Background: an optimization exercise with open tools, aiming at small area. Do not read the settings as production practice. Function was checked by simulation only, so behaviour that the tests miss may differ from the original. Power and IR drop assume default switching activity.

File: flow/design.v
`timescale 1us/1ns
module sd2(clk, rst, sd_in, bs_out);
input clk;
input rst;                       
input signed [15:0] sd_in;       
output bs_out;                   
reg [17:0] sd_reg1;
reg [17:0] sd_reg2;
wire s = sd_reg1[17];
assign bs_out = ~s;
wire [17:0] y = {~s, ~s, ~sd_in[15], sd_in[14:0]};
wire [2:0] a_top = sd_reg1[17:15] + {~s, ~s, 1'b1};
wire [17:0] a = {a_top, sd_reg1[14:0]};
wire [17:0] r2, r1;
rca #(18) add2 (.a(sd_reg2), .b(y), .ci(~s), .s(r2));
rca #(18) add1 (.a(a), .b(r2), .ci(~s), .s(r1));
always @(posedge clk) begin
	if (rst) begin
		sd_reg1 <= 0;
		sd_reg2 <= 0;
	end else begin
		sd_reg1 <= r1;
		sd_reg2 <= r2;
	end
end
endmodule
module rca #(parameter W = 8) (
    input  wire [W-1:0] a,
    input  wire [W-1:0] b,
    input  wire         ci,
    output wire [W-1:0] s
);
    function [W-1:0] add;
        input [W-1:0] x, y;
        input         c;
        integer i;
        begin
            for (i = 0; i < W; i = i + 1) begin
                add[i] = x[i] ^ y[i] ^ c;
                c      = (x[i] & y[i]) | (c & (x[i] ^ y[i]));
            end
        end
    endfunction
    assign s = add(a, b, ci);
endmodule
`timescale 1ns/1ps
module modulator(input wire clk, input wire rst, input wire sd_bs, output reg pwm);
    reg [4:0] k;  
    reg q;
    wire en = sd_bs ^ pwm;
    wire up = sd_bs;
    wire t1 = en & (k[0] ~^ up);
    wire t2 = t1 & (k[1] ~^ up);
    wire t3 = t2 & (k[2] ~^ up);
    wire t4 = t3 & (k[3] ~^ up);
    always @(posedge clk) begin
        if (rst) begin k <= 5'b10000; q <= 0; pwm <= 0; end
        else begin
            k <= k ^ {t4, t3, t2, t1, en};
            pwm <= q;
            if (!k[4] && k != 0) q <= 1'b1;
            else if (k[4]) q <= 1'b0;
        end
    end
endmodule
`timescale 1ns/1ps
module counter_modulator(
    input  wire clk,
    input  wire rst,
    input  wire sd_a, sd_b, sd_c,
    output wire count_a, count_b, count_c
);
    reg [5:0] period_cnt;
    wire last = (period_cnt == 6'd59);
    wire first = (period_cnt == 6'd0);
    always @(posedge clk) begin
        if (rst | last) period_cnt <= 0;
        else period_cnt <= period_cnt + 1'b1;
    end
    window_count wa (.clk(clk), .rst(rst), .sd_bs(sd_a), .last(last), .first(first), .period_cnt(period_cnt), .count(count_a));
    window_count wb (.clk(clk), .rst(rst), .sd_bs(sd_b), .last(last), .first(first), .period_cnt(period_cnt), .count(count_b));
    window_count wc (.clk(clk), .rst(rst), .sd_bs(sd_c), .last(last), .first(first), .period_cnt(period_cnt), .count(count_c));
endmodule
module window_count(
    input  wire       clk,
    input  wire       rst,
    input  wire       sd_bs,
    input  wire       last,
    input  wire       first,
    input  wire [5:0] period_cnt,
    output reg        count
);
    reg [5:0] sum;
    reg [5:0] latched_sum;
    always @(posedge clk) begin
        if (rst) begin
            sum <= 0; latched_sum <= 0; count <= 1'b0;
        end else begin
            if (last) begin
                latched_sum <= sum + sd_bs;
                sum <= 0;
            end else
                sum <= sum + sd_bs;
            count <= first ? (latched_sum != 0) : (count & (period_cnt != latched_sum));
        end
    end
endmodule
`timescale 1us/1ns
module three_phase_shape(
    clk, rst, omega, phaseA, phaseB, phaseC, phaseAx, phaseBx, phaseCx, pwmA, pwmB, pwmC, countA, countB, countC);
input clk;
input rst;                            
input signed [15:0] omega;            
output phaseA, phaseB, phaseC;        
output signed [15:0] phaseAx, phaseBx, phaseCx;  
output pwmA, pwmB, pwmC;
output countA, countB, countC;
wire [17:0] g0, g1, g2;
assign phaseAx = {g0[17], g0[17:3]};
assign phaseBx = {g1[17], g1[17:3]};
assign phaseCx = {g2[17], g2[17:3]};
sd2 sd_A (.clk(clk), .rst(rst), .sd_in(phaseAx), .bs_out(phaseA));
sd2 sd_B (.clk(clk), .rst(rst), .sd_in(phaseBx), .bs_out(phaseB));
sd2 sd_C (.clk(clk), .rst(rst), .sd_in(phaseCx), .bs_out(phaseC));
modulator modulator_A (.clk(clk), .rst(rst), .sd_bs(phaseA), .pwm(pwmA));
modulator modulator_B (.clk(clk), .rst(rst), .sd_bs(phaseB), .pwm(pwmB));
modulator modulator_C (.clk(clk), .rst(rst), .sd_bs(phaseC), .pwm(pwmC));
counter_modulator modulator_c (.clk(clk), .rst(rst), .sd_a(phaseA), .sd_b(phaseB), .sd_c(phaseC),
                               .count_a(countA), .count_b(countB), .count_c(countC));
wire [15:0] om_n = ~omega;
integ #(.RST(18'h1ffff)) i0 (.clk(clk), .rst(rst), .omega(omega), .omega_n(om_n),
                             .up(phaseB & ~phaseC), .dn(~phaseB & phaseC), .g(g0));
integ #(.RST(18'h30000)) i1 (.clk(clk), .rst(rst), .omega(omega), .omega_n(om_n),
                             .up(phaseC & ~phaseA), .dn(~phaseC & phaseA), .g(g1));
integ #(.RST(18'h30000)) i2 (.clk(clk), .rst(rst), .omega(omega), .omega_n(om_n),
                             .up(phaseA & ~phaseB), .dn(~phaseA & phaseB), .g(g2));
endmodule
module integ #(parameter [17:0] RST = 18'h0) (
    input  wire        clk,
    input  wire        rst,
    input  wire [15:0] omega,
    input  wire [15:0] omega_n,
    input  wire        up,
    input  wire        dn,
    output reg  [17:0] g
);
wire [15:0] b = ({16{up}} & omega) | ({16{dn}} & omega_n);
wire [18:0] s;
rca #(19) add (.a({g[17], g}), .b({{3{b[15]}}, b}), .ci(dn), .s(s));
wire pos_ovf = ~s[18] & s[17];
wire neg_ovf = s[18] & ~s[17];
always @(posedge clk) begin
  if (rst)
    g <= RST;
  else
    g <= {s[18], (s[16:0] & {17{~neg_ovf}}) | {17{pos_ovf}}};
end
endmodule
File: flow/flow/run.sh
#!/bin/bash
# Standard synthesis, then the combinational logic between the registers
# (and the adder cells) re-mapped by ABC for area, then the standard layout
# with the smallest buffer on the ports.  Registers, adder cells and their
# names are kept as the standard synthesis made them.
set -euo pipefail
export BUFFER_PORTS_ARGS="-buffer_cell sky130_fd_sc_hd__buf_1"
bash standard.sh synth > synth.log 2>&1

R=orfs/results/${FLOW_PLATFORM}/three_phase_shape/base
LIB=$FLOW_HOME/platforms/sky130hd/lib/sky130_fd_sc_hd__tt_025C_1v80.lib
YOSYS=$FLOW_HOME/../tools/install/yosys/bin/yosys
[[ -x $YOSYS ]] || YOSYS=yosys
DU=$(sed -n '/DONT_USE_CELLS/,/^$/p' $FLOW_HOME/platforms/sky130hd/config.mk | grep -o "sky130_fd_sc_hd__[a-z0-9_]*" | sed 's/^/-dont_use /' | tr '\n' ' ')
cp $R/1_2_yosys.v std_synth.v
cat > reopt.ys <<EOS
read_liberty -ignore_miss_func $LIB
blackbox sky130_fd_sc_hd__dfxtp_1 sky130_fd_sc_hd__fa_1 sky130_fd_sc_hd__ha_1 sky130_fd_sc_hd__conb_1
read_verilog std_synth.v
hierarchy -top $FLOW_TOP
flatten
opt_clean -purge
abc -liberty $LIB $DU -script +strash;&get,-n;&dch,-f;&nf,-R,1000;&put;
opt_clean -purge
insbuf -buf sky130_fd_sc_hd__buf_1 A X
hilomap -singleton -hicell sky130_fd_sc_hd__conb_1 HI -locell sky130_fd_sc_hd__conb_1 LO
opt_clean -purge
tee -o reopt_stat.txt stat -liberty $LIB $FLOW_TOP
write_verilog -noattr -noexpr -nohex -nodec -selected reopt.v
EOS
$YOSYS -s reopt.ys > reopt.log 2>&1
cp reopt.v $R/1_2_yosys.v
rm -f $R/1_synth.odb $R/1_synth.sdc
bash standard.sh > layout.log 2>&1
File: flow/standard.sh
#!/bin/bash
# synth_recipe.tcl (not shown) runs the flow's synth.tcl, then flattens the netlist and writes it again
# the make line also repeats each setting of config.mk as NAME=value (left out here)
make -C /OpenROAD-flow-scripts/flow DESIGN_CONFIG=/design/flow/config.mk WORK_HOME=/design/flow/orfs CLKGATE_MAP_FILE= SYNTH_SCRIPT=/design/flow/synth_recipe.tcl "${@:-finish}"
File: flow/config.mk
export PLATFORM = sky130hd
export DESIGN_NAME = three_phase_shape
export DESIGN_NICKNAME = three_phase_shape
export VERILOG_FILES = /design/flow/design.v
export SDC_FILE = /design/flow/constraint.sdc
export NUM_CORES = 4
export LEC_CHECK = 0
export CAP_MARGIN = 20
export CORE_MARGIN = 2
export CORE_UTILIZATION = 40
export CTS_BUF_LIST = sky130_fd_sc_hd__clkbuf_2 sky130_fd_sc_hd__clkbuf_4
export CTS_CLUSTER_DIAMETER = 60
export CTS_CLUSTER_SIZE = 8
export SLEW_MARGIN = 20
File: flow/constraint.sdc
create_clock -name core_clock -period 10.0 [get_ports {clk}]
set_input_delay 2.0000 -clock core_clock [delete_from_list [all_inputs] [get_ports {clk}]]
set_output_delay 2.0000 -clock core_clock [all_outputs]
set_load 0.01 [all_outputs]
==> impl_results.md, run 1 <==
* Share of layout cells above drive strength 1 at 0.04937
* Outcome: timing/DRC/antenna clean
* Clock buffer count from CTS at 34
* Layout Utilization at 0.4471
* Die Area at about 30000 sq um
* Antenna viol nets, final at 0
* Post-synthesis instance total at 1111
* Length of the first detailed-routing pass in iterations at 4
* Mean area per synthesized cell at a little over 10 sq um
* Setup repair after global routing missed its margin: false
* Critical path startpoint category: primary input
* Final-report setup violation count at 0
* Maximum clock skew at final layout at around 39 ps
* Largest fanout of any net on the critical path at 16
* Number of max-slew violations in the final report at 0
* Cell area after placement at about 12000 sq um
* Post-CTS setup repair buffer count at 0
* Synthesis warning total at 8
* Port-buffer cells at between 70 and 80
* DRC violations left at 0
* Pin count of the biggest net entering global routing at 58
* GRT Util Overall at 0.1536
* Vias in the first global route at 7244
* Number of max-cap violations at 0
* Cell row count at between 60 and 70
* Number of failing hold endpoints at the final stage at 0
* Relative area change from synthesis to final layout at 9.367%
* Final HPWL DP at between 15000 and 20000 microns
* Max rail drop VDD at around 0.00015 V
* Worst Path Class, Setup: in2reg
* Total number of vias at about 7200
* DR vias/cell at between 4 and 5
* Average routed wire per standard cell at between 10 and 15 microns
* Final weighted congestion of routability-driven global placement at ~0.78
* Path category of the worst min-delay check: reg2reg
* Area of the core at 27930 sq um
* Most repeated library cell on the critical path: fa_1
* Number of H-tree levels at 2
* Total Routed Length at about 21000 microns
* Num Clock Sinks at approximately 230
* Number of inserted filler cells in the final layout at between 2000 and 3000
* Final period util at 0.9303
* Static power due to leakage at 4.877 nW
* Final instance area at 12490 sq um
* Latest clock arrival within the worst-skew pair at approximately 630 ps
* Clock-pin slew on the worst setup and hold paths at ~90 ps
* Gates resized, CTS repair at 0
* Power per cell area at between 300 and 400 nW/um^2
* Initial antenna violation count at 1
* Die width at 173.0 microns
* Tmin final at 9303 ps
* Overall power after layout at between 0.004 and 0.005 W
* Die height at 173.0 microns
* Initial Util at 0.4089
* Required time at the endpoint of the critical path at approximately 11000 ps
* Highest achievable clock rate at between 100 and 150 MHz
* First-pass GRT wire length at 37180 microns
* Critical path buffer and inverter count at 5
* Drt first-iter violations at approximately 420
* Delay of the slowest critical-path stage at 490 ps
* Number of nets produced by synthesis at 1299
* Data arrival time of the critical path at between 9000 and 10000 ps
* Clock tree from TritonCTS: yes
* Clock buffer depth at 3
* GR Overflow Total at 0
* Final setup TNS at 0 ps
* Number of buffers added to fix hold violations after cts at 0
* Cell family with the largest share of critical-path delay: adder cells
* I/O pin count at between 70 and 80
* Slew Limit Headroom at 0.3419
* Master cell of the clock root buffer: clkbuf_4
* Netlist area before placement at between 10000 and 15000 sq um
* Net count, final at between 1000 and 1500
* Master of the slowest instance on the critical path: fa_1
* Nature of the critical path endpoint: flip-flop
* Worst Tran Pin Value at 983.5 ps
power by group:
part	leakage (nW)	switching [W]	total [W]	internal, W
Clock	0.200	0.000310	0.000534	0.000223
Sequential	1.88	0.000177	0.00140	0.00122
Combinational	2.79	0.00131	0.00243	0.00113
registers in the layout, indices dropped and copies added, names as in the netlist, 5 cells and up:
signal                      flops
i0.g                           18
i1.g                           18
i2.g                           18
modulator_A.k                   5
modulator_B.k                   5
modulator_C.k                   5
modulator_c.period_cnt          6
modulator_c.wa.latched_sum      6
modulator_c.wa.sum              6
modulator_c.wb.latched_sum      6
modulator_c.wb.sum              6
modulator_c.wc.latched_sum      6
modulator_c.wc.sum              6
sd_A.sd_reg1                   18
sd_A.sd_reg2                   18
sd_B.sd_reg1                   18
sd_B.sd_reg2                   18
sd_C.sd_reg1                   18
sd_C.sd_reg2                   18
cell usage in the layout (no fill, tap or decap), types with 2 or more instances in the layout:
| master | n |
|---|---|
| o21bai_1 | 3 |
| o21ai_0 | 28 |
| ha_1 | 11 |
| a211oi_1 | 5 |
| or2_0 | 3 |
| nor3b_1 | 3 |
| buf_4 | 18 |
| nor3_1 | 12 |
| or4_1 | 2 |
| dfxtp_1 | 228 |
| a22o_1 | 6 |
| nor4_1 | 4 |
| and3_1 | 8 |
| xnor2_1 | 40 |
| and2_0 | 10 |
| a21oi_1 | 62 |
| buf_1 | 73 |
| fa_1 | 159 |
| nor2b_1 | 19 |
| diode_2 | 5 |
| clkinv_1 | 162 |
| clkbuf_4 | 38 |
| nand2_1 | 29 |
| nand3_1 | 12 |
| xor2_1 | 26 |
| a21o_1 | 45 |
| a32o_1 | 3 |
| bufinv_16 | 2 |
| nor2_1 | 181 |
per-stage QoR:
step                      cells  hold WS [ps]  setup WS, ps
after floorplan            1111         408.3         249.0
after global placement     1533         428.4         228.6
after detailed placement   1533         439.9         103.3
after CTS                  1573         453.8         756.3
after global routing       1578         481.8         347.3
final                      1578         446.9         697.3
metal layers:
metal	part of all wire	vias to the layer above	wire, microns	GRT usage
met5	0	-	0	0
met4	0.021	0	451	0.04343
met3	0.050	38	1073	0.03474
met2	0.45	113	9718	0.2420
met1	0.48	3462	10230	0.2129
li1	-	3576	-	-
area by class of cell:
| class | instances | area [sq um] | share of cell area |
|---|---|---|---|
| Antenna cell | 5 | 12.51 | 0.001002 |
| Multi-Input combinational cell | 674 | 6078 | 0.4866 |
| Clock buffer | 37 | 277.8 | 0.02224 |
| Sequential cell | 228 | 4564 | 0.3654 |
| Tap cell | 378 | 473.0 | 0.03786 |
| Inverter | 161 | 604.3 | 0.04838 |
| Clock inverter | 3 | 63.81 | 0.005109 |
| Timing Repair Buffer | 92 | 416.7 | 0.03336 |
worst paths after layout:
kind / start / end / slack [ps] / depth (start not counted)
max reg2reg: sd_C.sd_reg1[17]$_SDFF_PP0_ / i1.g[5]$_SDFF_PP0_ / 1080 / 27
min reg2reg: modulator_A.k[4]$_SDFF_PP1_ / modulator_A.q$_SDFFE_PP0P_ / 450 / 1
min: modulator_A.k[4]$_SDFF_PP1_ / modulator_A.q$_SDFFE_PP0P_ / 450 / 1
max: omega[0] / i2.g[4]$_SDFF_PP0_ / 700 / 26
==> run 2, diff against run 1 <==
--- a/flow/config.mk
+++ b/flow/config.mk
@@ -8,7 +8,7 @@
 export CAP_MARGIN = 20
 export CORE_MARGIN = 2
 export CORE_UTILIZATION = 40
-export CTS_BUF_LIST = sky130_fd_sc_hd__clkbuf_2 sky130_fd_sc_hd__clkbuf_4
-export CTS_CLUSTER_DIAMETER = 60
-export CTS_CLUSTER_SIZE = 8
+export CTS_BUF_LIST = sky130_fd_sc_hd__clkbuf_4
+export CTS_CLUSTER_DIAMETER = 40
+export CTS_CLUSTER_SIZE = 12
 export SLEW_MARGIN = 20
==> impl_results.md, run 2 <==
* Delay of the slowest critical-path stage at 480 ps (about the same)
* Master cell of the clock root buffer: clkbuf_4
* Net switching share of the total power at 0.4114 (about the same)
* Final setup TNS at 0 ps (unchanged)
* Worst Path Class, Setup: in2reg
* Required time at the endpoint of the critical path at 10570 ps (about the same)
* Antenna viol nets, final at 0 (unchanged)
* Final worst setup slack at 700.3 ps (+2.984 ps)
* R2R cell count at 27 (unchanged)
* DRC violations left at 0 (unchanged)
* Clock buffer depth at 3 (unchanged)
* Mean area per synthesized cell at 10.28 sq um (unchanged)
* Synthesis warning total at 8 (unchanged)
* Maximum clock skew at final layout at 60.52 ps (+21.20 ps)
* Final weighted congestion of routability-driven global placement at 0.7792 (unchanged)
* Number of H-tree levels at 2 (unchanged)
* Number of inserted filler cells in the final layout at 2719 (-0.074%)
* Number of nets produced by synthesis at 1299 (unchanged)
* Leading cell type in the layout, fill and taps excluded: dfxtp_1
* Nature of the critical path endpoint: flip-flop
* First-pass GRT wire length at 37550 microns (+0.98%)
* Internal power at 0.002692 W (+4.7%)
* Seq pwr share at 0.306 (-0.014)
* Post-route worst hold slack at 448.9 ps (+1.938 ps)
* Die height at 173.0 microns (unchanged)
* Net count, final at 1382 (+0.22%)
* Share of layout cells above drive strength 1 at 0.07032 (+0.02095)
* Worst Hold Path Cells at 1 (unchanged)
* Number of max-cap violations at 0 (unchanged)
* Combinational Power Share at 0.534 (-0.024)
* Final period util at 0.9300 (about the same)
* Initial Util at 0.4089 (unchanged)
* Most repeated library cell on the critical path: fa_1
* Data arrival time of the critical path at 9870 ps (about the same)
* Largest fanout of any net on the critical path at 16 (unchanged)
* Minimum setup slack after placement at 103.3 ps (unchanged)
* Max rail drop VDD at 0.0001509 V (-0.45%)
* Netlist area before placement at 11420 sq um (unchanged)
* Pin count of the biggest net entering global routing at 58 (unchanged)
* Average routed wire per standard cell at 13.56 microns (-0.33%)
* Num Clock Sinks at 228 (unchanged)
* Relative area change from synthesis to final layout at 11.66%
* Final HPWL DP at 16270 microns (unchanged)
* Latest clock arrival within the worst-skew pair at 640 ps (about the same)
* Gates resized, CTS repair at 0 (unchanged)
* Total number of vias at 7255 (+0.92%)
* GRT Util Overall at 0.1548 (+0.001188)
* Share of total power in the clock network at 0.160 (+0.038)
* Clock buffer count from CTS at 37 (+8.8%)
* Master of the slowest instance on the critical path: fa_1
* Cells after DPL at 1533 (unchanged)
* Outcome: timing/DRC/antenna clean
* Number of cells in the finished layout apart from fillers at 1602 (+1.5%)
* Die width at 173.0 microns (unchanged)
* I/O pin count at 75 (unchanged)
* Clock tree from TritonCTS: yes
* Static power due to leakage at 4.998 nW (+2.5%)
* Critical path startpoint category: primary input
* Port-buffer cells at 74 (unchanged)
* Total Routed Length at 21730 microns (+1.2%)
* Number of buffers added to fix hold violations after cts at 0 (unchanged)
* Length of the first detailed-routing pass in iterations at 4 (unchanged)
* Setup repair after global routing missed its margin: false
* Switching component of the power at 0.001881 W (+4.8%)
* Tmin final at 9300 ps (-2.984 ps)
* Commonest non-fill, non-tap cells in the layout: dfxtp_1 (228), nor2_1 (181), clkinv_1 (163), fa_1 (159), buf_1 (73)
* Number of max-slew violations in the final report at 0 (unchanged)
* Initial antenna violation count at 1 (unchanged)
* Vias in the first global route at 7345 (+1.4%)
* Power per cell area at 358.6 nW/um^2 (+2.6%)
* Path category of the worst min-delay check: reg2reg
* Area of the core at 27930 sq um (unchanged)
* Post-synthesis instance total at 1111 (unchanged)
* Number of failing hold endpoints at the final stage at 0 (unchanged)
* Die Area at 29920 sq um (unchanged)
* Cell row count at 61 (unchanged)
* Post-CTS setup repair buffer count at 0 (unchanged)
* Clock-pin slew on the worst setup and hold paths at 110 ps (+20 ps)
* Drt first-iter violations at 414 (-2.1%)
* Highest achievable clock rate at 107.5 MHz (about the same)
* Final-report setup violation count at 0 (unchanged)
* Layout Utilization at 0.4565 (+0.009361)
* Worst Tran Pin Value at 1002 ps (+18.65 ps)
* GR Overflow Total at 0 (unchanged)
* DR vias/cell at 4.529 (-0.59%)
* Slew Limit Headroom at 0.3319 (-0.01001)
## run 2: per-layer routing
layer | wire length, microns | global-route usage | vias up | share of wire
li1 | - | - | 3596 | -
met1 | 10080 | 0.2126 | 3500 | 0.46
met5 | 0 | 0 | - | 0
met4 | 486 | 0.04838 | 0 | 0.022
met3 | 1269 | 0.03584 | 37 | 0.058
met2 | 9889 | 0.2433 | 122 | 0.46
## run 2: power by group through the flow
stage | clock network, W | logic, W | registers, W
2_1_floorplan | 0 | 0.00197 | 0.00138
3_3_place_gp | 0 | 0.00240 | 0.00142
3_5_place_dp | 0 | 0.00248 | 0.00142
4_1_cts | 0.000762 | 0.00251 | 0.00140
5_1_grt | 0.000804 | 0.00291 | 0.00144
6_report | 0.000732 | 0.00244 | 0.00140
## run 2: critical path, delay by kind of cell
kind	cells	cell delay [ps]
adders and majority gates	18	6750
buffers and inverters	5	660
AOI/OAI and AO/OA	3	450
## run 2: path summary, 6_finish.rpt
path,from,end,slack (ps)
worst min register to register,modulator_A.k[4]$_SDFF_PP1_,modulator_A.q$_SDFFE_PP0P_,450
worst min-delay path,modulator_A.k[4]$_SDFF_PP1_,modulator_A.q$_SDFFE_PP0P_,450
worst max-delay path,omega[0],i2.g[4]$_SDFF_PP0_,700
worst max register to register,sd_C.sd_reg1[17]$_SDFF_PP0_,i1.g[1]$_SDFF_PP0_,1070
## run 2: stage by stage
stage | power [W] | instance area (sq um)
2_1_floorplan | 0.003350 | 11420
3_3_place_gp | 0.003823 | 12130
3_5_place_dp | 0.003902 | 12130
4_1_cts | 0.004680 | 12740
5_1_grt | 0.005148 | 12750
6_report | 0.004573 | 12750
## run 2: layout make-up
cell class / count / area, sq um / share of cell area
Multi-Input combinational cell: 674 / 6078 / 0.4766
Sequential cell: 228 / 4564 / 0.3579
Inverter: 161 / 604.3 / 0.04739
Tap cell: 378 / 473.0 / 0.03709
Timing Repair Buffer: 92 / 416.7 / 0.03267
Clock inverter: 30 / 327.8 / 0.02571
Clock buffer: 38 / 285.3 / 0.02237
Antenna cell: 1 / 2.502 / 0.0001962
==> run 3, diff against run 2 <==
--- a/flow/config.mk
+++ b/flow/config.mk
@@ -9,6 +9,6 @@
 export CORE_MARGIN = 2
 export CORE_UTILIZATION = 40
 export CTS_BUF_LIST = sky130_fd_sc_hd__clkbuf_4
-export CTS_CLUSTER_DIAMETER = 40
-export CTS_CLUSTER_SIZE = 12
+export CTS_CLUSTER_DIAMETER = 60
+export CTS_CLUSTER_SIZE = 10
 export SLEW_MARGIN = 20
==> impl_results.md, run 3 <==
* Final-report setup violation count at 0 (unchanged)
* Number of nets produced by synthesis at 1299 (unchanged)
* Highest achievable clock rate at 108.3 MHz (+0.67%)
* Latest clock arrival within the worst-skew pair at 670 ps (+30 ps)
* Most repeated library cell on the critical path: fa_1
* Length of the first detailed-routing pass in iterations at 5 (+1)
* Area of the core at 27930 sq um (unchanged)
* Gates resized, CTS repair at 0 (unchanged)
* Slew Limit Headroom at 0.3290 (-0.002831)
* Required time at the endpoint of the critical path at 10610 ps (+40 ps)
* Final HPWL DP at 16270 microns (unchanged)
* Tmin final at 9237 ps (-62.19 ps)
* Total Routed Length at 21510 microns (-0.99%)
* Leading cell type in the layout, fill and taps excluded: dfxtp_1
* Max rail drop VDD at 0.0001501 V (-0.51%)
* Netlist area before placement at 11420 sq um (unchanged)
* Share of layout cells above drive strength 1 at 0.04610 (-0.02422)
* Net count, final at 1373 (-0.65%)
* GRT Util Overall at 0.1520 (-0.002734)
* Post-route worst hold slack at 456.6 ps (+7.714 ps)
* Number of cells in the finished layout apart from fillers at 1576 (-1.6%)
* Commonest non-fill, non-tap cells in the layout: dfxtp_1 (228), nor2_1 (181), clkinv_1 (164), fa_1 (159), buf_1 (73)
* Master cell of the clock root buffer: clkbuf_4
* Outcome: timing/DRC/antenna clean
* Setup repair after global routing missed its margin: false
* Post-synthesis instance total at 1111 (unchanged)
* Die Area at 29920 sq um (unchanged)
* DRC violations left at 0 (unchanged)
* Final period util at 0.9237 (-0.006219)
* Final setup TNS at 0 ps (unchanged)
* Num Clock Sinks at 228 (unchanged)
* Initial Util at 0.4089 (unchanged)
* Static power due to leakage at 4.851 nW (-3.0%)
* Pin count of the biggest net entering global routing at 58 (unchanged)
* Number of failing hold endpoints at the final stage at 0 (unchanged)
* Number of H-tree levels at 1 (-1)
* Antenna viol nets, final at 0 (unchanged)
* DR vias/cell at 4.570 (+0.91%)
* Clock-pin slew on the worst setup and hold paths at 100 ps (about the same)
* Port-buffer cells at 74 (unchanged)
* Delay of the slowest critical-path stage at 490 ps (about the same)
* Synthesis warning total at 8 (unchanged)
* Cells after DPL at 1533 (unchanged)
* Path category of the worst min-delay check: reg2reg
* Total number of vias at 7202 (-0.73%)
* Clock buffer count from CTS at 28 (-24%)
* Largest fanout of any net on the critical path at 16 (unchanged)
* Number of buffers added to fix hold violations after cts at 0 (unchanged)
* I/O pin count at 75 (unchanged)
* Initial antenna violation count at 1 (unchanged)
* Clock tree from TritonCTS: yes
* Number of max-slew violations in the final report at 0 (unchanged)
* Nature of the critical path endpoint: flip-flop
* Power per cell area at 346.8 nW/um^2 (-3.3%)
* Setup crit start: omega[0]
* GR Overflow Total at 0 (unchanged)
* Data arrival time of the critical path at 9840 ps (-30 ps)
* Maximum clock skew at final layout at 21.67 ps (-38.85 ps)
* First-pass GRT wire length at 37070 microns (-1.3%)
* Cell family with the largest share of critical-path delay: adder cells
* Worst Tran Pin Value at 1003 ps (+0.5413 ps)
* Final weighted congestion of routability-driven global placement at 0.7792 (unchanged)
* Flop2flop setup slack at 1080 ps (about the same)
* Hold path startpoint: modulator_B.k[4]$_SDFF_PP1_
* Die height at 173.0 microns (unchanged)
* Drt first-iter violations at 352 (-15%)
* Relative area change from synthesis to final layout at 8.961%
* Average routed wire per standard cell at 13.65 microns (+0.64%)
* Launch point of the worst reg-to-reg path: sd_C.sd_reg1[17]$_SDFF_PP0_
* Critical path startpoint category: primary input
* Post-CTS setup repair buffer count at 0 (unchanged)
* Critical path buffer and inverter count at 5 (unchanged)
* Cell row count at 61 (unchanged)
* Vias in the first global route at 7185 (-2.2%)
* Master of the slowest instance on the critical path: fa_1
* Mean area per synthesized cell at 10.28 sq um (unchanged)
* Number of max-cap violations at 0 (unchanged)
* Die width at 173.0 microns (unchanged)
* Worst Path Class, Setup: in2reg
* Clock buffer depth at 3 (unchanged)
## run 3: layer usage
metal,vias up,track usage,wire [microns]
met1,3485,0.2128,10200
met2,123,0.2423,9780
met4,0,0.03743,484
li1,3555,-,-
met3,39,0.03100,1049
met5,-,0,0
## run 3: worst paths after layout
kind | cells after the start | to
max | 26 | i2.g[6]$_SDFF_PP0_
min | 1 | modulator_B.q$_SDFFE_PP0P_
max reg2reg | 27 | i1.g[9]$_SDFF_PP0_
min reg2reg | 1 | modulator_B.q$_SDFFE_PP0P_
## run 3: layout make-up
class / instances / area (sq um)
Clock buffer: 32 / 240.2
Fill cell: 2718 / 15490
Timing Repair Buffer: 92 / 416.7
Tap cell: 378 / 473.0
Sequential cell: 228 / 4564
Antenna cell: 5 / 12.51
Multi-Input combinational cell: 674 / 6078
Clock inverter: 6 / 55.05
Inverter: 161 / 604.3
## run 3: worst reg2reg max path: cells and delay by family, from the launching register on
| kind | cells | cell delay [ps] |
|---|---|---|
| adders and majority gates | 18 | 6650 |
| buffers and inverters | 5 | 820 |
| and+or+nand+nor | 1 | 570 |
| AOI/OAI and AO/OA | 3 | 470 |
| DFF | 1 | 350 |
## run 3: power breakdown
group	total, W	internal, W	switching [W]
clock	0.000484	0.000176	0.000308
sequential	0.00140	0.00122	0.000176
combinational	0.00244	0.00113	0.00131
## run 3: per-stage QoR
step	util	cell area [sq um]	worst slack [ps]	power (W)
detailed placement	0.4342	12130	103.3	0.003902
floorplan	-	11420	249.0	0.003350
global placement	0.4342	12130	228.6	0.003823
global route	0.4455	12440	423.9	0.004879
finish	0.4455	12440	762.5	0.004316
CTS	0.4448	12430	827.4	0.004421
==> run 4, diff against run 3 <==
--- a/flow/flow/run.sh
+++ b/flow/flow/run.sh
@@ -1,6 +1,6 @@
 #!/bin/bash
 # Standard synthesis, then the combinational logic between the registers
-# (and the adder cells) re-mapped by ABC for area, then the standard layout
+# (and the half adders) re-mapped by ABC for area, then the standard layout
 # with the smallest buffer on the ports.  Registers, adder cells and their
 # names are kept as the standard synthesis made them.
 set -euo pipefail
@@ -15,7 +15,7 @@
 cp $R/1_2_yosys.v std_synth.v
 cat > reopt.ys <<EOS
 read_liberty -ignore_miss_func $LIB
-blackbox sky130_fd_sc_hd__dfxtp_1 sky130_fd_sc_hd__fa_1 sky130_fd_sc_hd__ha_1 sky130_fd_sc_hd__conb_1
+blackbox sky130_fd_sc_hd__dfxtp_1 sky130_fd_sc_hd__fa_1 sky130_fd_sc_hd__conb_1
 read_verilog std_synth.v
 hierarchy -top $FLOW_TOP
 flatten
==> impl_results.md, run 4 <==
* Total Routed Length at 20840 microns (-3.1%)
* GR Overflow Total at 0 (unchanged)
* Launch point of the worst reg-to-reg path: sd_B.sd_reg1[17]$_SDFF_PP0_
* Minimum setup slack after placement at 32.22 ps (-71.08 ps)
* Hold path startpoint: modulator_B.k[4]$_SDFF_PP1_
* Number of buffers added to fix hold violations after cts at 0 (unchanged)
* Final-report setup violation count at 0 (unchanged)
* Clock buffer depth at 3 (unchanged)
* Master cell of the clock root buffer: clkbuf_4
* Num Clock Sinks at 228 (unchanged)
* Endpoint of the worst-slack reg-to-reg timing path: i0.g[15]$_SDFF_PP1_
* Data arrival time of the critical path at 9810 ps (-30 ps)
* Post-route worst hold slack at 449.6 ps (-6.963 ps)
* Latest clock arrival within the worst-skew pair at 660 ps (about the same)
* Worst Path Class, Setup: in2reg
* Path category of the worst min-delay check: reg2reg
* Number of cells in the finished layout apart from fillers at 1567 (-0.57%)
* Netlist area before placement at 11350 sq um (-0.65%)
* R2R cell count at 26 (-3.7%)
* Die Area at 29730 sq um (-0.64%)
* Worst Hold Path Cells at 1 (unchanged)
* Final HPWL DP at 16010 microns (-1.6%)
* DR vias/cell at 4.536 (-0.74%)
* Number of max-cap violations at 0 (unchanged)
* Setup repair after global routing missed its margin: false
* Average routed wire per standard cell at 13.30 microns (-2.6%)
* Die width at 172.4 microns (-0.32%)
* Gates resized, CTS repair at 0 (unchanged)
* Die height at 172.4 microns (-0.32%)
* Static power due to leakage at 4.761 nW (-1.8%)
* Required time at the endpoint of the critical path at 10610 ps (about the same)
* Total number of vias at 7108 (-1.3%)
* Number of max-slew violations in the final report at 0 (unchanged)
* Initial Util at 0.4073 (-0.001530)
* Pin count of the biggest net entering global routing at 79 (+36%)
* Worst Tran Pin Value at 837.4 ps (-165.3 ps)
* GRT Util Overall at 0.1506 (-0.001427)
* Relative area change from synthesis to final layout at 8.755%
* Number of H-tree levels at 1 (unchanged)
* Share of layout cells above drive strength 1 at 0.04212 (-0.003979)
* Leading cell type in the layout, fill and taps excluded: dfxtp_1
* Net count, final at 1361 (-0.87%)
* Commonest non-fill, non-tap cells in the layout: dfxtp_1 (228), nor2_1 (183), clkinv_1 (160), fa_1 (159), buf_1 (73)
* Port-buffer cells at 74 (unchanged)
* Nature of the critical path endpoint: flip-flop
* Number of nets produced by synthesis at 1290 (-0.69%)
* Synthesis warning total at 8 (unchanged)
* First-pass GRT wire length at 36030 microns (-2.8%)
* Number of failing hold endpoints at the final stage at 0 (unchanged)
* Final weighted congestion of routability-driven global placement at 0.7418 (-4.8%)
* Initial antenna violation count at 3 (+2)
* Final period util at 0.9203 (-0.003427)
* Post-synthesis instance total at 1113 (+0.18%)
* Length of the first detailed-routing pass in iterations at 4 (-1)
* Tmin final at 9203 ps (-34.27 ps)
* DRC violations left at 0 (unchanged)
* Cells after DPL at 1533 (unchanged)
* Drt first-iter violations at 256 (-27%)
* Mean area per synthesized cell at 10.20 sq um (-0.82%)
* Power per cell area at 347.1 nW/um^2 (about the same)
* I/O pin count at 75 (unchanged)
* Clock tree from TritonCTS: yes
* Highest achievable clock rate at 108.7 MHz (+0.37%)
* Largest fanout of any net on the critical path at 15 (-1)
* Final worst setup slack at 796.8 ps (+34.27 ps)
* Slew Limit Headroom at 0.4417 (+0.1127)
* Antenna viol nets, final at 0 (unchanged)
* Clock-pin slew on the worst setup and hold paths at 110 ps (about the same)
* Outcome: timing/DRC/antenna clean
* Flop2flop setup slack at 1110 ps (+30 ps)
* Maximum clock skew at final layout at 20.75 ps (-0.9257 ps)
* Area of the core at 27860 sq um (-0.27%)
* Cell row count at 61 (unchanged)
* Layout Utilization at 0.4430 (-0.002508)
* Vias in the first global route at 7276 (+1.3%)
* Critical path startpoint category: primary input
* Capture endpoint of the worst hold path: modulator_B.q$_SDFFE_PP0P_
* Post-CTS setup repair buffer count at 0 (unchanged)
* Final setup TNS at 0 ps (unchanged)
* Clock buffer count from CTS at 27 (-3.6%)
* Max rail drop VDD at 0.0001929 V (+28%)
run 4: power breakdown:
part           switching (W)  internal (W)
combinational        0.00129       0.00112
clock               0.000298      0.000183
sequential          0.000182       0.00122
total                0.00177       0.00252
run 4: layout make-up:
class | instances | area [sq um]
clock buffer | 28 | 210.2
clock inverter | 4 | 68.82
timing repair buffer | 90 | 414.1
antenna | 2 | 5.005
fill | 2727 | 15520
tap | 378 | 473.0
inverter | 160 | 600.6
sequential | 228 | 4564
multi-input combinational | 677 | 6005
run 4: stage by stage:
stage,instance area (sq um),total power (W)
floorplan,11350,0.003335
global placement,12050,0.003794
detailed placement,12060,0.003878
CTS,12340,0.004392
global route,12340,0.004826
finish,12340,0.004284
run 4: layer usage:
metal | up-vias | part of all wire | GRT usage | wire [microns]
met5 | - | 0.0012 | 0 | 24
met4 | 4 | 0.017 | 0.03179 | 347
met3 | 32 | 0.048 | 0.03021 | 1001
met2 | 105 | 0.46 | 0.2414 | 9482
met1 | 3413 | 0.48 | 0.2122 | 9981
li1 | 3554 | - | - | -
run 4: worst max-delay path by stage:
stage | to | depth (start not counted) | slack [ps] | from
after detailed placement | i0.g[15]$_SDFF_PP1_ | 25 | 30 | omega[0]
after global placement | i2.g[0]$_SDFF_PP0_ | 26 | 220 | omega[0]
after global routing | i0.g[6]$_SDFF_PP1_ | 26 | 430 | omega[0]
after floorplan | i0.g[14]$_SDFF_PP1_ | 25 | 260 | omega[0]
final | i0.g[15]$_SDFF_PP1_ | 25 | 800 | omega[0]
after CTS | i0.g[15]$_SDFF_PP1_ | 25 | 800 | omega[0]
run 4: worst max-delay path, stage by stage:
cell and delay (ps):
buf_1 190, a21oi_1 130, fa_1 430, fa_1 400
fa_1 390, fa_1 390, fa_1 390, fa_1 390
fa_1 390, fa_1 380, fa_1 390, fa_1 400
fa_1 400, fa_1 390, fa_1 390, fa_1 370
clkinv_1 60, fa_1 160, clkinv_1 70, fa_1 360
clkinv_1 70, fa_1 220, fa_1 470, nand2_1 400
a21o_1 200
==> run 5, diff against run 4 <==
--- a/flow/design.v
+++ b/flow/design.v
@@ -145,14 +145,14 @@
     output reg  [17:0] g
 );
 wire [15:0] b = ({16{up}} & omega) | ({16{dn}} & omega_n);
-wire [18:0] s;
-rca #(19) add (.a({g[17], g}), .b({{3{b[15]}}, b}), .ci(dn), .s(s));
-wire pos_ovf = ~s[18] & s[17];
-wire neg_ovf = s[18] & ~s[17];
+wire [17:0] s;
+rca #(18) add (.a(g), .b({{2{b[15]}}, b}), .ci(dn), .s(s));
+wire pos_ovf = ~g[17] & ~b[15] & s[17];
+wire neg_ovf = g[17] & b[15] & ~s[17];
 always @(posedge clk) begin
   if (rst)
     g <= RST;
   else
-    g <= {s[18], (s[16:0] & {17{~neg_ovf}}) | {17{pos_ovf}}};
+    g <= {(s[17] & ~pos_ovf) | neg_ovf, (s[16:0] & {17{~neg_ovf}}) | {17{pos_ovf}}};
 end
 endmodule
--- a/flow/flow/run.sh
+++ b/flow/flow/run.sh
@@ -1,8 +1,8 @@
 #!/bin/bash
 # Standard synthesis, then the combinational logic between the registers
 # (and the half adders) re-mapped by ABC for area, then the standard layout
-# with the smallest buffer on the ports.  Registers, adder cells and their
-# names are kept as the standard synthesis made them.
+# with the smallest buffer on the ports.  Registers, full-adder cells and
+# their names are kept as the standard synthesis made them.
 set -euo pipefail
 export BUFFER_PORTS_ARGS="-buffer_cell sky130_fd_sc_hd__buf_1"
 bash standard.sh synth > synth.log 2>&1
==> impl_results.md, run 5 <==
* Final weighted congestion of routability-driven global placement at 0.7489 (+0.96%)
* Total Routed Length at 21760 microns (+4.4%)
* Average routed wire per standard cell at 13.93 microns (+4.7%)
* Final setup TNS at 0 ps (unchanged)
* Final period util at 0.8981 (-0.02224)
* Slew Limit Headroom at 0.3611 (-0.08063)
* Number of max-cap violations at 0 (unchanged)
* Layout Utilization at 0.4390 (-0.003962)
* Latest clock arrival within the worst-skew pair at 670 ps (about the same)
* GRT Util Overall at 0.1607 (+0.01012)
* Path category of the worst min-delay check: reg2reg
* Static power due to leakage at 4.669 nW (-1.9%)
* Antenna viol nets, final at 0 (unchanged)
* Number of failing hold endpoints at the final stage at 0 (unchanged)
* Worst Path Class, Setup: in2reg
* Share of layout cells above drive strength 1 at 0.04057 (-0.001548)
* Required time at the endpoint of the critical path at 10560 ps (-50 ps)
* Leading cell type in the layout, fill and taps excluded: dfxtp_1
* Commonest non-fill, non-tap cells in the layout: dfxtp_1 (228), nor2_1 (179), clkinv_1 (161), fa_1 (153), buf_1 (73)
* Tmin final at 8981 ps (-222.4 ps)
* DRC violations left at 0 (unchanged)
* Vias in the first global route at 7428 (+2.1%)
* Highest achievable clock rate at 111.3 MHz (+2.5%)
* Initial antenna violation count at 1 (-2)
* Master cell of the clock root buffer: clkbuf_4
* Post-synthesis instance total at 1113 (unchanged)
* Clock buffer depth at 3 (unchanged)
* Post-CTS setup repair buffer count at 0 (unchanged)
* Final worst setup slack at 1019 ps (+222.4 ps)
* Final-report setup violation count at 0 (unchanged)
* Critical path startpoint category: primary input
* Synthesis warning total at 7 (-1)
* Maximum clock skew at final layout at 34.61 ps (+13.86 ps)
* Initial Util at 0.4051 (-0.002214)
* Number of nets produced by synthesis at 1284 (-0.47%)
* Area of the core at 27780 sq um (-0.27%)
* Port-buffer cells at 74 (unchanged)
* Minimum setup slack after placement at 361.1 ps (+328.8 ps)
* Die width at 171.7 microns (-0.40%)
* Drt first-iter violations at 359 (+40%)
* I/O pin count at 75 (unchanged)
* Clock buffer count from CTS at 27 (unchanged)
* Number of H-tree levels at 1 (unchanged)
* Cell row count at 61 (unchanged)
* Worst Tran Pin Value at 954.8 ps (+117.4 ps)
* Setup repair after global routing missed its margin: false
* Netlist area before placement at 11250 sq um (-0.82%)
* Final HPWL DP at 16270 microns (+1.7%)
* Die height at 171.7 microns (-0.40%)
* Net count, final at 1351 (-0.73%)
* Largest fanout of any net on the critical path at 15 (unchanged)
* Number of buffers added to fix hold violations after cts at 0 (unchanged)
* Max rail drop VDD at 0.0002573 V (+33%)
* Die Area at 29490 sq um (-0.79%)
* Clock-pin slew on the worst setup and hold paths at 110 ps (about the same)
* Mean area per synthesized cell at 10.11 sq um (-0.82%)
* Length of the first detailed-routing pass in iterations at 4 (unchanged)
* Pin count of the biggest net entering global routing at 61 (-23%)
* Outcome: timing/DRC/antenna clean
* Clock tree from TritonCTS: yes
* Relative area change from synthesis to final layout at 8.371%
* Power per cell area at 372.2 nW/um^2 (+7.2%)
* Gates resized, CTS repair at 0 (unchanged)
* GR Overflow Total at 0 (unchanged)
* Num Clock Sinks at 228 (unchanged)
* DR vias/cell at 4.599 (+1.4%)
* Data arrival time of the critical path at 9540 ps (-270 ps)
* Number of inserted filler cells in the final layout at 2750 (+0.84%)
* Nature of the critical path endpoint: flip-flop
* First-pass GRT wire length at 37500 microns (+4.1%)
* Number of max-slew violations in the final report at 0 (unchanged)
* Total number of vias at 7183 (+1.1%)
[run 5: cell types whose count changed in the layout (fill, tap and decap cells not counted), moves of 4 or more]
cell,previous run,this run
a21oi_1,65,69
nor4_1,4,8
fa_1,159,153
xnor2_1,45,38
nor2_1,183,179
[run 5: stage by stage]
step | power (W) | area [sq um] | instances | hold slack (ps)
global route | 0.005126 | 12200 | 1562 | 478.1
floorplan | 0.003555 | 11250 | 1113 | 408.3
CTS | 0.004654 | 12190 | 1561 | 450.8
global placement | 0.004068 | 11920 | 1529 | 425.6
finish | 0.004540 | 12200 | 1562 | 446.8
detailed placement | 0.004160 | 11940 | 1529 | 428.6
[run 5: area by class of cell]
type | instances | area (sq um) | area share
Sequential cell | 228 | 4564 | 0.3742
Inverter | 160 | 600.6 | 0.04924
Antenna cell | 1 | 2.502 | 0.0002052
Multi-Input combinational cell | 677 | 5934 | 0.4866
Clock inverter | 5 | 47.55 | 0.003898
Timing Repair Buffer | 86 | 371.6 | 0.03047
Tap cell | 378 | 473.0 | 0.03878
Clock buffer | 27 | 202.7 | 0.01662
[run 5: layer usage]
layer,up-vias,track usage,wire length (microns)
met4,0,0.04238,426
met1,3463,0.2248,10530
met2,104,0.2595,9827
met3,38,0.02715,974
li1,3578,-,-
met5,-,0,0
[run 5: worst paths after layout]
check,start,endpoint,slack [ps],cells past startpoint
hold / removal,modulator_C.k[4]$_SDFF_PP1_,modulator_C.q$_SDFFE_PP0P_,450,1
setup / recovery,omega[0],i1.g[2]$_SDFF_PP0_,1020,25
hold reg to reg,modulator_C.k[4]$_SDFF_PP1_,modulator_C.q$_SDFFE_PP0P_,450,1
setup reg to reg,sd_C.sd_reg1[17]$_SDFF_PP0_,sd_C.sd_reg1[17]$_SDFF_PP0_,1210,24
[run 5: power breakdown]
part	total (W)	switching, W	leakage, nW	internal, W
logic	0.00263	0.00142	2.64	0.00120
clock network	0.000449	0.000296	0.152	0.000153
registers	0.00146	0.000215	1.88	0.00125
total	0.00454	0.00194	4.67	0.00260
[run 5: worst max-delay path: stages]
cell and delay (ps):
buf_1 250, a21oi_1 140, fa_1 430, fa_1 400, fa_1 390, fa_1 430, fa_1 410, fa_1 400
fa_1 390, fa_1 400, fa_1 390, fa_1 390, fa_1 390, fa_1 390, fa_1 390, fa_1 380
clkinv_1 60, fa_1 160, clkinv_1 70, fa_1 370, clkinv_1 60, fa_1 230, or3_1 170, nor2_1 210
a21o_1 240
==> run 6, diff against run 5 <==
--- a/flow/design.v
+++ b/flow/design.v
@@ -66,27 +66,29 @@
 `timescale 1ns/1ps
 module counter_modulator(
     input  wire clk,
-    input  wire rst,
+    input  wire rst,      
     input  wire sd_a, sd_b, sd_c,
     output wire count_a, count_b, count_c
 );
     reg [5:0] period_cnt;
     wire last = (period_cnt == 6'd59);
-    wire first = (period_cnt == 6'd0);
     always @(posedge clk) begin
-        if (rst | last) period_cnt <= 0;
-        else period_cnt <= period_cnt + 1'b1;
+        if (rst)
+            period_cnt <= 0;
+        else if (last)
+            period_cnt <= 0;
+        else
+            period_cnt <= period_cnt + 1'b1;
     end
-    window_count wa (.clk(clk), .rst(rst), .sd_bs(sd_a), .last(last), .first(first), .period_cnt(period_cnt), .count(count_a));
-    window_count wb (.clk(clk), .rst(rst), .sd_bs(sd_b), .last(last), .first(first), .period_cnt(period_cnt), .count(count_b));
-    window_count wc (.clk(clk), .rst(rst), .sd_bs(sd_c), .last(last), .first(first), .period_cnt(period_cnt), .count(count_c));
+    window_count wa (.clk(clk), .rst(rst), .sd_bs(sd_a), .last(last), .period_cnt(period_cnt), .count(count_a));
+    window_count wb (.clk(clk), .rst(rst), .sd_bs(sd_b), .last(last), .period_cnt(period_cnt), .count(count_b));
+    window_count wc (.clk(clk), .rst(rst), .sd_bs(sd_c), .last(last), .period_cnt(period_cnt), .count(count_c));
 endmodule
 module window_count(
     input  wire       clk,
     input  wire       rst,
     input  wire       sd_bs,
     input  wire       last,
-    input  wire       first,
     input  wire [5:0] period_cnt,
     output reg        count
 );
@@ -94,14 +96,17 @@
     reg [5:0] latched_sum;
     always @(posedge clk) begin
         if (rst) begin
-            sum <= 0; latched_sum <= 0; count <= 1'b0;
+            sum         <= 0;
+            latched_sum <= 0;
+            count       <= 1'b0;
         end else begin
             if (last) begin
                 latched_sum <= sum + sd_bs;
-                sum <= 0;
-            end else
+                sum         <= 0;
+            end else begin
                 sum <= sum + sd_bs;
-            count <= first ? (latched_sum != 0) : (count & (period_cnt != latched_sum));
+            end
+            count <= (period_cnt < latched_sum);
         end
     end
 endmodule
==> impl_results.md, run 6 <==
* Final weighted congestion of routability-driven global placement at 0.7567 (+1.0%)
* Final HPWL DP at 15660 microns (-3.8%)
* Final period util at 0.9030 (+0.004963)
* Met3 GRT Util at 0.02984 (+0.002689)
* Clock buffer count from CTS at 27 (unchanged)
* Final worst setup slack at 969.5 ps (-49.63 ps)
* Final-report setup violation count at 0 (unchanged)
* Share of layout cells above drive strength 1 at 0.04149 (+0.0009155)
* Worst Tran Pin Value at 1071 ps (+116.2 ps)
* Power per cell area at 362.5 nW/um^2 (-2.6%)
* Switching component of the power at 0.001838 W (-5.0%)
* Number of max-slew violations in the final report at 0 (unchanged)
* Die width at 171.1 microns (-0.38%)
* Tmin final at 9030 ps (+49.63 ps)
* Outcome: timing/DRC/antenna clean
* Post-route worst hold slack at 444.7 ps (-2.075 ps)
* Most repeated library cell on the critical path: fa_1
* Net count, final at 1348 (-0.22%)
* Worst Path Class, Setup: in2reg
* Total Routed Length at 20940 microns (-3.7%)
* Met2 demand-to-capacity share in global routing at 0.2367 (-0.02280)
* Number of max-cap violations at 0 (unchanged)
* Slew Limit Headroom at 0.2834 (-0.07774)
* Number of H-tree levels at 1 (unchanged)
* Post-CTS setup repair buffer count at 0 (unchanged)
* Highest achievable clock rate at 110.7 MHz (-0.55%)
* Clock tree from TritonCTS: yes
* Cell row count at 61 (unchanged)
* Share of total power in the clock network at 0.110 (+0.011)
* Port-buffer cells at 74 (unchanged)
* Clock-pin slew on the worst setup and hold paths at 110 ps (about the same)
* Num Clock Sinks at 228 (unchanged)
* Path category of the worst min-delay check: reg2reg
* Post-synthesis instance total at 1109 (-0.36%)
* Met1 track demand over resource at 0.2207 (-0.004054)
* Max rail drop VDD at 0.0001102 V (-57%)
* DR vias/cell at 4.564 (-0.74%)
* Instance count on the critical path at 25 (unchanged)
* Commonest non-fill, non-tap cells in the layout: dfxtp_1 (228), nor2_1 (190), clkinv_1 (173), fa_1 (153), buf_1 (73)
* Leading cell type in the layout, fill and taps excluded: dfxtp_1
* GRT Util Overall at 0.1526 (-0.008141)
* Maximum clock skew at final layout at 22.63 ps (-11.98 ps)
* Total number of vias at 7125 (-0.81%)
* Clock buffer depth at 3 (unchanged)
* Number of cells in the finished layout apart from fillers at 1561 (-0.064%)
* Net switching share of the total power at 0.4170 (-0.009212)
* Number of failing hold endpoints at the final stage at 0 (unchanged)
* Latest clock arrival within the worst-skew pair at 670 ps (about the same)
* Master of the slowest instance on the critical path: fa_1
* Critical path buffer and inverter count at 4 (unchanged)
* Delay of the slowest critical-path stage at 470 ps (+40 ps)
* Cell family with the largest share of critical-path delay: adder cells
* Critical path startpoint category: primary input
* Die height at 171.1 microns (-0.38%)
* Final setup TNS at 0 ps (unchanged)
* Synthesis warning total at 7 (unchanged)
* Netlist area before placement at 11170 sq um (-0.78%)
* Antenna viol nets, final at 0 (unchanged)
* DRC violations left at 0 (unchanged)
* Cells after DPL at 1526 (-0.20%)
* Initial Util at 0.4042 (-0.0009318)
* Gates resized, CTS repair at 0 (unchanged)
* Vias in the first global route at 7100 (-4.4%)
* GR Overflow Total at 0 (unchanged)
* Nature of the critical path endpoint: flip-flop
* Internal power at 0.002569 W (-1.4%)
* Layout Utilization at 0.4400 (+0.001022)
* Average routed wire per standard cell at 13.42 microns (-3.7%)
* Pin count of the biggest net entering global routing at 85 (+39%)
* First-pass GRT wire length at 35950 microns (-4.1%)
* I/O pin count at 75 (unchanged)
* Static power due to leakage at 4.498 nW (-3.7%)
* Drt first-iter violations at 293 (-18%)
* Worst Hold Path Cells at 1 (unchanged)
* Initial antenna violation count at 2 (+1)
* Number of nets produced by synthesis at 1280 (-0.31%)
* Required time at the endpoint of the critical path at 10550 ps (about the same)
* Data arrival time of the critical path at 9590 ps (+50 ps)
* Master cell of the clock root buffer: clkbuf_4
* Combinational Power Share at 0.565 (-0.014)
* Area of the core at 27630 sq um (-0.55%)
* Seq pwr share at 0.325 (+0.003)
* Die Area at 29270 sq um (-0.76%)
* R2R cell count at 24 (unchanged)
* Largest fanout of any net on the critical path at 15 (unchanged)
* Number of buffers added to fix hold violations after cts at 0 (unchanged)
* Mean area per synthesized cell at 10.07 sq um (-0.42%)
* Layer with the highest usage: met2
* Minimum setup slack after placement at 297.1 ps (-63.97 ps)
* Length of the first detailed-routing pass in iterations at 4 (unchanged)
* Setup repair after global routing missed its margin: false
* Relative area change from synthesis to final layout at 8.874%
run 6: metal layers:
layer,routed length [microns],vias up,part of all wire
met5,13,-,0.00062
met4,336,2,0.016
met3,1109,29,0.053
met2,9342,101,0.45
met1,10140,3448,0.48
li1,-,3545,-
run 6: cell type report:
cell class                 count  area (sq um)
sequential                   228          4564
inverter                     172         645.6
fill                        2693         15470
antenna                        2         5.005
clock inverter                 4         67.56
tap                          378         473.0
timing repair buffer          87         379.1
multi-input combinational    661          5806
clock buffer                  29         217.7
run 6: path summary, 6_finish.rpt:
check        slack [ps]                     endpoint                         from
max                 970          i2.g[11]$_SDFF_PP0_                     omega[0]
min                 440   modulator_B.q$_SDFFE_PP0P_  modulator_B.k[4]$_SDFF_PP1_
max reg2reg        1300  sd_B.sd_reg1[17]$_SDFF_PP0_  sd_B.sd_reg1[17]$_SDFF_PP0_
min reg2reg         440   modulator_B.q$_SDFFE_PP0P_  modulator_B.k[4]$_SDFF_PP1_
run 6: power by group through the flow:
| stage | clock network, W | logic, W | registers (W) |
|---|---|---|---|
| floorplan | 0 | 0.00202 | 0.00141 |
| global placement | 0 | 0.00246 | 0.00145 |
| detailed placement | 0 | 0.00253 | 0.00146 |
| CTS | 0.000513 | 0.00256 | 0.00144 |
| global route | 0.000546 | 0.00297 | 0.00147 |
| finish | 0.000485 | 0.00249 | 0.00143 |
run 6: metrics by stage:
step,area (sq um),power (W)
after floorplan,11170,0.003437
after CTS,12150,0.004513
after global placement,11850,0.003913
final,12160,0.004407
after detailed placement,11860,0.003987
after global routing,12160,0.004991
==> run 7, diff against run 6 <==
--- a/flow/flow/run.sh
+++ b/flow/flow/run.sh
@@ -1,10 +1,12 @@
 #!/bin/bash
 # Standard synthesis, then the combinational logic between the registers
 # (and the half adders) re-mapped by ABC for area, then the standard layout
-# with the smallest buffer on the ports.  Registers, full-adder cells and
+# with the smallest buffer on the ports and no clock-tree dummy loads.  Registers, full-adder cells and
 # their names are kept as the standard synthesis made them.
 set -euo pipefail
 export BUFFER_PORTS_ARGS="-buffer_cell sky130_fd_sc_hd__buf_1"
+# The clock tree as config.mk asks for, without dummy loads.
+export CTS_ARGS="-sink_clustering_enable -repair_clock_nets -sink_clustering_size 10 -sink_clustering_max_diameter 60 -buf_list sky130_fd_sc_hd__clkbuf_4 -dont_use_dummy_load"
 bash standard.sh synth > synth.log 2>&1
 
 R=orfs/results/${FLOW_PLATFORM}/three_phase_shape/base
--- a/flow/config.mk
+++ b/flow/config.mk
@@ -7,7 +7,7 @@
 export LEC_CHECK = 0
 export CAP_MARGIN = 20
 export CORE_MARGIN = 2
-export CORE_UTILIZATION = 40
+export CORE_UTILIZATION = 65
 export CTS_BUF_LIST = sky130_fd_sc_hd__clkbuf_4
 export CTS_CLUSTER_DIAMETER = 60
 export CTS_CLUSTER_SIZE = 10
==> impl_results.md, run 7 <==
* Initial Util at 0.6686 (+0.2645)
* Largest fanout of any net on the critical path at 15 (unchanged)
* Number of max-slew violations in the final report at 0 (unchanged)
* Net switching share of the total power at 0.4214 (+0.004389)
* Power per cell area at 365.2 nW/um^2 (+0.75%)
* Highest achievable clock rate at 111.4 MHz (+0.61%)
* Area of the core at 16700 sq um (-40%)
* Total Routed Length at 20000 microns (-4.5%)
* Endpoint of the worst-slack reg-to-reg timing path: sd_A.sd_reg1[17]$_SDFF_PP0_
* Overall power after layout at 0.004340 W (-1.5%)
* GR Overflow Total at 0 (unchanged)
* Final weighted congestion of routability-driven global placement at 0.7754 (+2.5%)
* Max rail drop VDD at 0.0002381 V (+120%)
* Final period util at 0.8976 (-0.005442)
* Post-synthesis instance total at 1109 (unchanged)
* Worst Tran Pin Value at 1034 ps (-36.75 ps)
* Die height at 135.1 microns (-21%)
* Critical path startpoint category: primary input
* First-pass GRT wire length at 34420 microns (-4.3%)
* Initial antenna violation count at 1 (-1)
* GRT Util Overall at 0.2372 (+0.08458)
* Clock tree from TritonCTS: yes
* R2R cell count at 24 (unchanged)
* Number of nets produced by synthesis at 1280 (unchanged)
* Final HPWL DP at 15260 microns (-2.5%)
* Maximum clock skew at final layout at 53.29 ps (+30.66 ps)
* Number of failing hold endpoints at the final stage at 0 (unchanged)
* Cells after DPL at 1370 (-10%)
* Reg area at 4564 sq um (unchanged)
* Mean area per synthesized cell at 10.07 sq um (unchanged)
* Port-buffer cells at 74 (unchanged)
* Length of the first detailed-routing pass in iterations at 4 (unchanged)
* Drt first-iter violations at 313 (+6.8%)
* Commonest non-fill, non-tap cells in the layout: dfxtp_1 (228), nor2_1 (190), clkinv_1 (172), fa_1 (153), buf_1 (73)
* Number of inserted filler cells in the final layout at 1343 (-50%)
* Data arrival time of the critical path at 9510 ps (-80 ps)
* Master cell of the clock root buffer: clkbuf_4
* Clock-pin slew on the worst setup and hold paths at 110 ps (about the same)
* Relative area change from synthesis to final layout at 6.409%
* Cell area after placement at 11670 sq um (-1.6%)
* Worst setup endpoint: i2.g[10]$_SDFF_PP0_
* Number of buffers added to fix hold violations after cts at 0 (unchanged)
* Seq pwr share at 0.329 (+0.004)
* DR vias/cell at 5.042 (+10%)
* Outcome: timing/DRC/antenna clean
* Flop2flop setup slack at 1270 ps (-30 ps)
* Synthesis warning total at 7 (unchanged)
* Static power due to leakage at 4.459 nW (-0.86%)
* Latest clock arrival within the worst-skew pair at 660 ps (about the same)
* Delay of the slowest critical-path stage at 460 ps (about the same)
* Die width at 135.1 microns (-21%)
* Number of H-tree levels at 1 (unchanged)
* Launch point of the worst reg-to-reg path: sd_A.sd_reg1[17]$_SDFF_PP0_
* Nature of the critical path endpoint: flip-flop
* Minimum setup slack after placement at 335.7 ps (+38.65 ps)
* Number of cells in the finished layout apart from fillers at 1397 (-11%)
* Vias in the first global route at 7159 (+0.83%)
* Die Area at 18240 sq um (-38%)
* Clock buffer depth at 3 (unchanged)
* Leading cell type in the layout, fill and taps excluded: dfxtp_1
* Net count, final at 1349 (+0.074%)
* Clock buffer count from CTS at 26 (-3.7%)
* Cell row count at 47 (-23%)
* Total number of vias at 7044 (-1.1%)
* Post-CTS setup repair buffer count at 0 (unchanged)
* Setup crit start: omega[0]
* Combinational Power Share at 0.578 (+0.013)
* Pin count of the biggest net entering global routing at 57 (-33%)
* Average routed wire per standard cell at 14.31 microns (+6.7%)
* Final instance area at 11880 sq um (-2.3%)
* Master of the slowest instance on the critical path: fa_1
* Final setup TNS at 0 ps (unchanged)
* Area of the multi-input gates at 5806 sq um (unchanged)
* Internal power at 0.002511 W (-2.3%)
* Final-report setup violation count at 0 (unchanged)
* Switching component of the power at 0.001829 W (-0.49%)
* Slew Limit Headroom at 0.3079 (+0.02459)
* Most repeated library cell on the critical path: fa_1
* Setup repair after global routing missed its margin: false
* Number of max-cap violations at 0 (unchanged)
* Required time at the endpoint of the critical path at 10540 ps (about the same)
* Tmin final at 8976 ps (-54.42 ps)
* Worst Path Class, Setup: in2reg
* Netlist area before placement at 11170 sq um (unchanged)
* Share of total power in the clock network at 0.092 (-0.018)
* DRC violations left at 0 (unchanged)
* Num Clock Sinks at 228 (unchanged)
* Share of layout cells above drive strength 1 at 0.03827 (-0.003225)
* I/O pin count at 75 (unchanged)
* Antenna viol nets, final at 0 (unchanged)
* Final worst setup slack at 1024 ps (+54.41 ps)
* Path category of the worst min-delay check: reg2reg
* Gates resized, CTS repair at 0 (unchanged)
## run 7: cell types whose count changed in the layout (fill, tap and decap cells not counted), sizes merged
cell,previous run,this run
inv,1,0
bufinv,2,0
buf,86,88
diode,2,1
clkbuf,30,27
clkinv,173,172
## run 7: final cells by class
cell class                      instances  area share
Timing Repair Buffer                   89     0.03317
Multi-Input combinational cell        661      0.4886
Inverter                              172     0.05433
Tap cell                              220     0.02317
Sequential cell                       228      0.3841
Clock buffer                           26     0.01643
Antenna cell                            1   0.0002106
## run 7: metrics by stage
step	utilization	hold slack [ps]
final	0.7115	441.6
after global routing	0.7115	459.9
after CTS	0.7102	443.9
after detailed placement	0.6985	434.3
after global placement	0.6985	423.3
after floorplan	-	408.3
## run 7: worst max-delay path: cells and delay by family
family	cells	cell delay, ps
AO/OA/AOI/OAI	2	390
buffers and inverters	4	430
adder cells (fa/ha/maj)	17	6270
AND/OR/NAND/NOR	2	390
## run 7: per-layer routing
layer,vias to the layer above,wire [microns],part of all wire,GRT usage
met5,-,0,0,0
met4,0,355,0.018,0.05208
met3,28,1128,0.056,0.04317
met2,123,9041,0.45,0.3694
met1,3356,9473,0.47,0.3525
li1,3537,-,-,-
## run 7: worst min path at each step
stage                                      startpoint                    endpoint  slack, ps  cells past startpoint
after detailed placement  modulator_A.k[4]$_SDFF_PP1_  modulator_A.q$_SDFFE_PP0P_        430                      1
after floorplan           modulator_B.k[4]$_SDFF_PP1_  modulator_B.q$_SDFFE_PP0P_        410                      1
after global placement    modulator_C.k[4]$_SDFF_PP1_  modulator_C.q$_SDFFE_PP0P_        420                      1
after CTS                 modulator_A.k[4]$_SDFF_PP1_  modulator_A.q$_SDFFE_PP0P_        440                      1
after global routing      modulator_A.k[4]$_SDFF_PP1_  modulator_A.q$_SDFFE_PP0P_        460                      1
final                     modulator_A.k[4]$_SDFF_PP1_  modulator_A.q$_SDFFE_PP0P_        440                      1
## run 7: power groups by stage
stage | logic [W] | clock network [W] | registers [W]
floorplan | 0.00202 | 0 | 0.00141
global placement | 0.00244 | 0 | 0.00145
detailed placement | 0.00254 | 0 | 0.00145
CTS | 0.00257 | 0.000417 | 0.00143
global route | 0.00297 | 0.000453 | 0.00147
finish | 0.00251 | 0.000401 | 0.00143
==> run 8, diff against run 7 <==
--- a/flow/config.mk
+++ b/flow/config.mk
@@ -7,7 +7,7 @@
 export LEC_CHECK = 0
 export CAP_MARGIN = 20
 export CORE_MARGIN = 2
-export CORE_UTILIZATION = 65
+export CORE_UTILIZATION = 40
 export CTS_BUF_LIST = sky130_fd_sc_hd__clkbuf_4
 export CTS_CLUSTER_DIAMETER = 60
 export CTS_CLUSTER_SIZE = 10
==> impl_results.md, run 8 <==
* Outcome: timing/DRC/antenna clean
* Net count, final at 1348 (-0.074%)
* DRC violations left at 0 (unchanged)
* Number of buffers added to fix hold violations after cts at 0 (unchanged)
* GRT Util Overall at 0.1524 (-0.08478)
* First-pass GRT wire length at 35920 microns (+4.4%)
* Netlist area before placement at 11170 sq um (unchanged)
* Setup repair after global routing missed its margin: false
* Die width at 171.1 microns (+27%)
* Die height at 171.1 microns (+27%)
* Number of nets produced by synthesis at 1280 (unchanged)
* Gates resized, CTS repair at 0 (unchanged)
* Data arrival time of the critical path at 9590 ps (+80 ps)
* Internal power at 0.002506 W (-0.19%)
* Final-report setup violation count at 0 (unchanged)
* Final instance area at 12070 sq um (+1.6%)
* Leading cell type in the layout, fill and taps excluded: dfxtp_1
* Number of max-cap violations at 0 (unchanged)
* Final weighted congestion of routability-driven global placement at 0.7567 (-2.4%)
* Clock tree from TritonCTS: yes
* Power per cell area at 359.0 nW/um^2 (-1.7%)
* Worst Path Class, Setup: in2reg
* Total Routed Length at 20940 microns (+4.7%)
* Critical path buffer and inverter count at 4 (unchanged)
* Initial Util at 0.4042 (-0.2645)
* Pin count of the biggest net entering global routing at 85 (+49%)
* Cell row count at 61 (+30%)
* Cell area after placement at 11860 sq um (+1.7%)
* Commonest non-fill, non-tap cells in the layout: dfxtp_1 (228), nor2_1 (190), clkinv_1 (172), fa_1 (153), buf_1 (73)
* Final setup TNS at 0 ps (unchanged)
* Cell family with the largest share of critical-path delay: adder cells
* Delay of the slowest critical-path stage at 470 ps (about the same)
* Relative area change from synthesis to final layout at 8.112%
* Maximum clock skew at final layout at 40.77 ps (-12.51 ps)
* Largest fanout of any net on the critical path at 15 (unchanged)
* Share of layout cells above drive strength 1 at 0.03745 (-0.0008185)
* Tmin final at 9058 ps (+81.67 ps)
* Post-synthesis instance total at 1109 (unchanged)
* Flop2flop setup slack at 1290 ps (+20 ps)
* Mean area per synthesized cell at 10.07 sq um (unchanged)
* Combinational Power Share at 0.575 (-0.003)
* Nature of the critical path endpoint: flip-flop
* Synthesis warning total at 7 (unchanged)
* DR vias/cell at 4.584 (-9.1%)
* Path category of the worst min-delay check: reg2reg
* Master cell of the clock root buffer: clkbuf_4
* Clock buffer depth at 3 (unchanged)
* GR Overflow Total at 0 (unchanged)
* Number of H-tree levels at 1 (unchanged)
-- run 8: worst reg2reg max path, cell delays in order, from the launching register on --
cell and delay [ps]:
dfxtp_1 320, clkinv_1 240, fa_1 240, clkinv_1 80, fa_1 420, fa_1 420, fa_1 430, fa_1 430
fa_1 430, fa_1 430, fa_1 430, fa_1 430, fa_1 430, fa_1 420, fa_1 430, fa_1 430
fa_1 420, fa_1 400, clkinv_1 70, fa_1 450, fa_1 450, fa_1 380, xnor2_1 190, xnor2_1 150
nor2_1 50
-- run 8: final cells by class --
type / instances / area (sq um)
multi-input combinational: 661 / 5806
tap: 378 / 473.0
timing repair buffer: 87 / 379.1
sequential: 228 / 4564
clock buffer: 27 / 202.7
antenna: 1 / 2.502
fill: 2700 / 15560
inverter: 172 / 645.6
-- run 8: metrics by stage --
stage	instances	setup WS, ps	power [W]
global route	1554	697.6	0.004917
floorplan	1109	939.6	0.003437
CTS	1553	959.8	0.004439
finish	1554	942.3	0.004334
detailed placement	1526	297.1	0.003987
global placement	1526	357.1	0.003913
-- run 8: final timing paths --
check                                    from                           to  cells past startpoint
setup / recovery                     omega[0]          i2.g[11]$_SDFF_PP0_                     25
hold / removal    modulator_B.k[4]$_SDFF_PP1_   modulator_B.q$_SDFFE_PP0P_                      1
setup reg to reg  sd_B.sd_reg1[17]$_SDFF_PP0_  sd_B.sd_reg1[17]$_SDFF_PP0_                     24
hold reg to reg   modulator_B.k[4]$_SDFF_PP1_   modulator_B.q$_SDFFE_PP0P_                      1
-- run 8: power by group through the flow --
stage | Combinational (W) | Clock, W | Sequential [W]
finish | 0.00249 | 0.000413 | 0.00143
global route | 0.00297 | 0.000472 | 0.00147
CTS | 0.00256 | 0.000439 | 0.00144
detailed placement | 0.00253 | 0 | 0.00146
global placement | 0.00246 | 0 | 0.00145
floorplan | 0.00202 | 0 | 0.00141
-- run 8: metal layers --
metal  wire (microns)  vias to the layer above  part of all wire  global-route usage
li1                 -                     3534                 -                   -
met1            10140                     3441              0.48              0.2203
met2             9287                      112              0.44              0.2369
met3             1079                       34             0.052             0.02799
met4              417                        2             0.020             0.03795
met5               13                        -           0.00062                   0

Check on run 8: ideal ports give 0.942 ns setup slack; a clkbuf_16 on the clock port and buf_2 on the inputs give 0.954 ns; moving port delays by the midpoint clock arrival (0.682 ns) as well gives 0.271 ns.
